From an optimization exercise on the open Yosys and OpenROAD flow, aimed at small area and a short achievable clock period; shortcuts taken in it are not production practice.
In this exercise RTL edits were held to simulation tests only and were not proved equivalent to the original.
No activity file was given, so power comes from the tool's default toggle rates.

// alu
module alu #(parameter DATA_WIDTH = 8, CMD_WIDTH = 4)(
        input clk, rst, MODE, CE,
        input [1:0]INP_VALID,
        input [CMD_WIDTH-1:0]CMD,
        input [DATA_WIDTH-1:0]OPA,OPB,
        input CIN,
        output reg [2*DATA_WIDTH:0]res,
        output reg cout, oflow, g, l, e, err
);
Size in the first run: roughly 110 flip-flops, roughly 50 I/O pins, ~7200 µm² of cells after synthesis.
Settings: LEC_CHECK=0, ABC_AREA=1, CAP_MARGIN=20, CORE_MARGIN=2, CORE_UTILIZATION=50, SETUP_SLACK_MARGIN=3.0, SLEW_MARGIN=20; clock period 5.0 ns.
standard.sh (not shown) runs the stock make flow with config.mk's settings and CLKGATE_MAP_FILE= SYNTH_SCRIPT=/design/flow/synth_recipe.tcl, a recipe that flattens the netlist after the stock synthesis.
==> flow/flow/run.sh <==
#!/bin/bash
# The standard layout with two changes: plain buffers (buf_2) as the port
# buffers instead of the delay buffers buffer_ports picks by default, and a
# smaller clock tree: a clkbuf_16 root, clkbuf_4 leaves and none of the
# dummy loads CTS adds for balancing.
set -euo pipefail
export BUFFER_PORTS_ARGS="-buffer_cell sky130_fd_sc_hd__buf_2"
export CTS_ARGS="-sink_clustering_enable -repair_clock_nets -dont_use_dummy_load -sink_clustering_size 60 -sink_clustering_max_diameter 150 -root_buf sky130_fd_sc_hd__clkbuf_16 -buf_list sky130_fd_sc_hd__clkbuf_4"
bash standard.sh > standard.log 2>&1
Change:
--- a/flow/config.mk
+++ b/flow/config.mk
@@ -10,4 +10,4 @@
 export CORE_MARGIN = 2
-export CORE_UTILIZATION = 50
-export SETUP_SLACK_MARGIN = 3.0
+export CORE_UTILIZATION = 45
+export SETUP_SLACK_MARGIN = 3.05
 export SLEW_MARGIN = 20
Effect:
- The new run passed the timing, DRC and antenna checks
- utilization went down by 5.0 points
- global-route usage went down by 3.0 points
- critical path depth went up by 4
Change:
--- a/flow/config.mk
+++ b/flow/config.mk
@@ -10,3 +10,3 @@
 export CORE_MARGIN = 2
-export CORE_UTILIZATION = 45
+export CORE_UTILIZATION = 50
 export SETUP_SLACK_MARGIN = 3.05
Critical path depth decreases by 4.
Combinational power decreases slightly.
Hold slack gets worse by 0.0070 ns.
Via count barely changes.
Design area shrinks slightly.
Setup slack barely changes.
Die area falls by roughly a tenth.
Routed wire length increases by a few percent.
Area after synthesis does not change.
Clock skew rises by 0.0047 ns.
Change:
--- a/flow/config.mk
+++ b/flow/config.mk
@@ -11,2 +11,3 @@
 export CORE_UTILIZATION = 50
+export PLACE_DENSITY = 0.7
 export SETUP_SLACK_MARGIN = 3.05
After rerunning:
- final area is higher slightly
- maximum frequency stays flat
- combinational power went up slightly
- sequential share of layout area is lower by 0.21 points
Change:
--- a/flow/config.mk
+++ b/flow/config.mk
@@ -11,4 +11,3 @@
 export CORE_UTILIZATION = 50
-export PLACE_DENSITY = 0.7
-export SETUP_SLACK_MARGIN = 3.05
+export SETUP_SLACK_MARGIN = 2.95
 export SLEW_MARGIN = 20
After rerunning:
- The new run completed with no timing, DRC or antenna violations
- final area is lower by 3.5%
- fmax is lower by 4.3%
- routed wire length is higher by 1.5%
- hold slack is worse by 0.012 ns
- register-to-register slack is worse by 0.09 ns
- flip-flop and latch count is unchanged
- total power is lower by 1.5%
- non-clock buffer count is lower by 15
- cell count is lower by 1.2%
Change:
--- a/flow/config.mk
+++ b/flow/config.mk
@@ -11,3 +11,3 @@
 export CORE_UTILIZATION = 50
-export SETUP_SLACK_MARGIN = 2.95
+export SETUP_SLACK_MARGIN = 3.1
 export SLEW_MARGIN = 20
Synthesized area stays the same.
Setup slack improved by 0.093 ns.
Maximum frequency came out higher by 4.9%.
Worst hold slack improved by 0.019 ns.
Final area is higher by 5.3%.

========
Another version of the RTL of alu (not shown whole).
For scale: about 1,100 cells after synthesis, ~120 flip-flops, ~50 I/O pins, about 7700 sq um of cells after synthesis.
==> flow/design.v (excerpt) <==
module alu #(parameter DATA_WIDTH = 8, CMD_WIDTH = 4)(
        input clk, rst, MODE, CE,
        input [1:0]INP_VALID,
        input [CMD_WIDTH-1:0]CMD,
        input [DATA_WIDTH-1:0]OPA,OPB,
        input CIN,
        output reg [2*DATA_WIDTH:0]res,
        output reg cout, oflow, g, l, e, err
);
Settings: LEC_CHECK=0, ABC_AREA=1, CAP_MARGIN=20, CORE_MARGIN=2, CORE_UTILIZATION=50, SETUP_SLACK_MARGIN=3.05, SLEW_MARGIN=20; clock period 5.0 ns.
==> flow/flow/run.sh <==
#!/bin/bash
# The standard layout with two changes: plain buffers (buf_2) as the port
# buffers instead of the delay buffers buffer_ports picks by default, and a
# clock tree without the dummy loads CTS adds for balancing.
set -euo pipefail
export BUFFER_PORTS_ARGS="-buffer_cell sky130_fd_sc_hd__buf_2"
export CTS_ARGS="-sink_clustering_enable -repair_clock_nets -dont_use_dummy_load -sink_clustering_size 60 -sink_clustering_max_diameter 150 -buf_list sky130_fd_sc_hd__clkbuf_8"
bash standard.sh > standard.log 2>&1
The first run completed with no timing, DRC or antenna violations.
Rerun with:
--- a/flow/config.mk
+++ b/flow/config.mk
@@ -10,3 +10,3 @@
 export CORE_MARGIN = 2
-export CORE_UTILIZATION = 50
+export CORE_UTILIZATION = 65
 export SETUP_SLACK_MARGIN = 3.05
Flip-flop and latch count stays the same. Design area came out lower slightly. Count of clock-buffer cells in the layout stays the same. Non-clock buffer count shrinks by 8. Cell count falls by a few percent. Global-route usage rose by 6.3 points. Worst setup slack is worse by 0.094 ns. Power fell slightly.
Rerun with:
==> flow/flow/run.sh (replaced) <==
#!/bin/bash
# The standard layout with two changes: plain buffers (buf_2) as the port
# buffers instead of the delay buffers buffer_ports picks by default, and a
# smaller clock tree: a clkbuf_16 root, clkbuf_4 leaves and none of the
# dummy loads CTS adds for balancing.
set -euo pipefail
export BUFFER_PORTS_ARGS="-buffer_cell sky130_fd_sc_hd__buf_2"
export CTS_ARGS="-sink_clustering_enable -repair_clock_nets -dont_use_dummy_load -sink_clustering_size 60 -sink_clustering_max_diameter 150 -root_buf sky130_fd_sc_hd__clkbuf_16 -buf_list sky130_fd_sc_hd__clkbuf_4"
bash standard.sh > standard.log 2>&1
--- a/flow/config.mk
+++ b/flow/config.mk
@@ -10,4 +10,4 @@
 export CORE_MARGIN = 2
-export CORE_UTILIZATION = 65
-export SETUP_SLACK_MARGIN = 3.05
+export CORE_UTILIZATION = 50
+export SETUP_SLACK_MARGIN = 3.1
 export SLEW_MARGIN = 20
Result:
- hold slack gains 0.021 ns
- sequential share of layout area shrinks by 0.53 points
- setup slack gains 0.11 ns
- wire length grows by 6.3%
Rerun with:
==> flow/flow/run.sh (replaced) <==
#!/bin/bash
# The standard layout with two changes: plain buffers (buf_2) as the port
# buffers instead of the delay buffers buffer_ports picks by default, and a
# clock tree without the dummy loads CTS adds for balancing.
set -euo pipefail
export BUFFER_PORTS_ARGS="-buffer_cell sky130_fd_sc_hd__buf_2"
export CTS_ARGS="-sink_clustering_enable -repair_clock_nets -dont_use_dummy_load -sink_clustering_size 60 -sink_clustering_max_diameter 150 -buf_list sky130_fd_sc_hd__clkbuf_8"
bash standard.sh > standard.log 2>&1
Result: The new run finished with timing, DRC and antenna clean. Maximum frequency fell by 1.3%. Worst setup slack loses 0.026 ns. Register-to-register slack got worse by 0.04 ns. Design area went up by 0.36%.

==> re-timing with driven ports <==
The flow's constraints put no driver on any port. The routed layouts listed below were extracted and timed again, unchanged, in two steps. Step 1 assumes that a clkbuf_16 drives the clock port and a buf_2 every other input. Step 2 adds t to the input delays and takes it off the output delays; t is the mean of the earliest and latest rising clock arrival at the registers after step 1. Input paths then give back, and output paths get back, about the clock's delay inside the block. Three values: no drivers, after step 1, after step 2; two values: the first two.
run | shift t [ns] | setup WS [ns] | pins driven straight from the clock port
the first run of note 1 | 0.385 | 3.050 / 3.050 / 2.705 | 1
the second run of note 1 | 0.389 | 3.088 / 3.086 / 2.697 | 1
the third run of note 1 | 0.389 | 3.090 / 3.071 / 2.757 | 1
the fourth run of note 1 | 0.397 | 3.089 / 3.085 / 2.737 | 1
the fifth run of note 1 | 0.388 | 3.003 / 3.003 / 2.659 | 1
the sixth run of note 1 | 0.393 | 3.096 / 3.067 / 2.688 | 1
the first run of note 2 | 0.462 | 3.081 / 3.041 / 2.670 | 1
the second run of note 2 | 0.475 | 2.986 / 2.986 / 2.623 | 1
the third run of note 2 | 0.396 | 3.098 / 3.102 / 2.723 | 1
the fourth run of note 2 | 0.470 | 3.072 / 3.034 / 2.729 | 1
After both steps setup and hold are still met in every run listed. For the first run of note 2, which loses most, drivers alone change the setup slack by -0.040 ns; drivers and shift together by -0.411 ns.
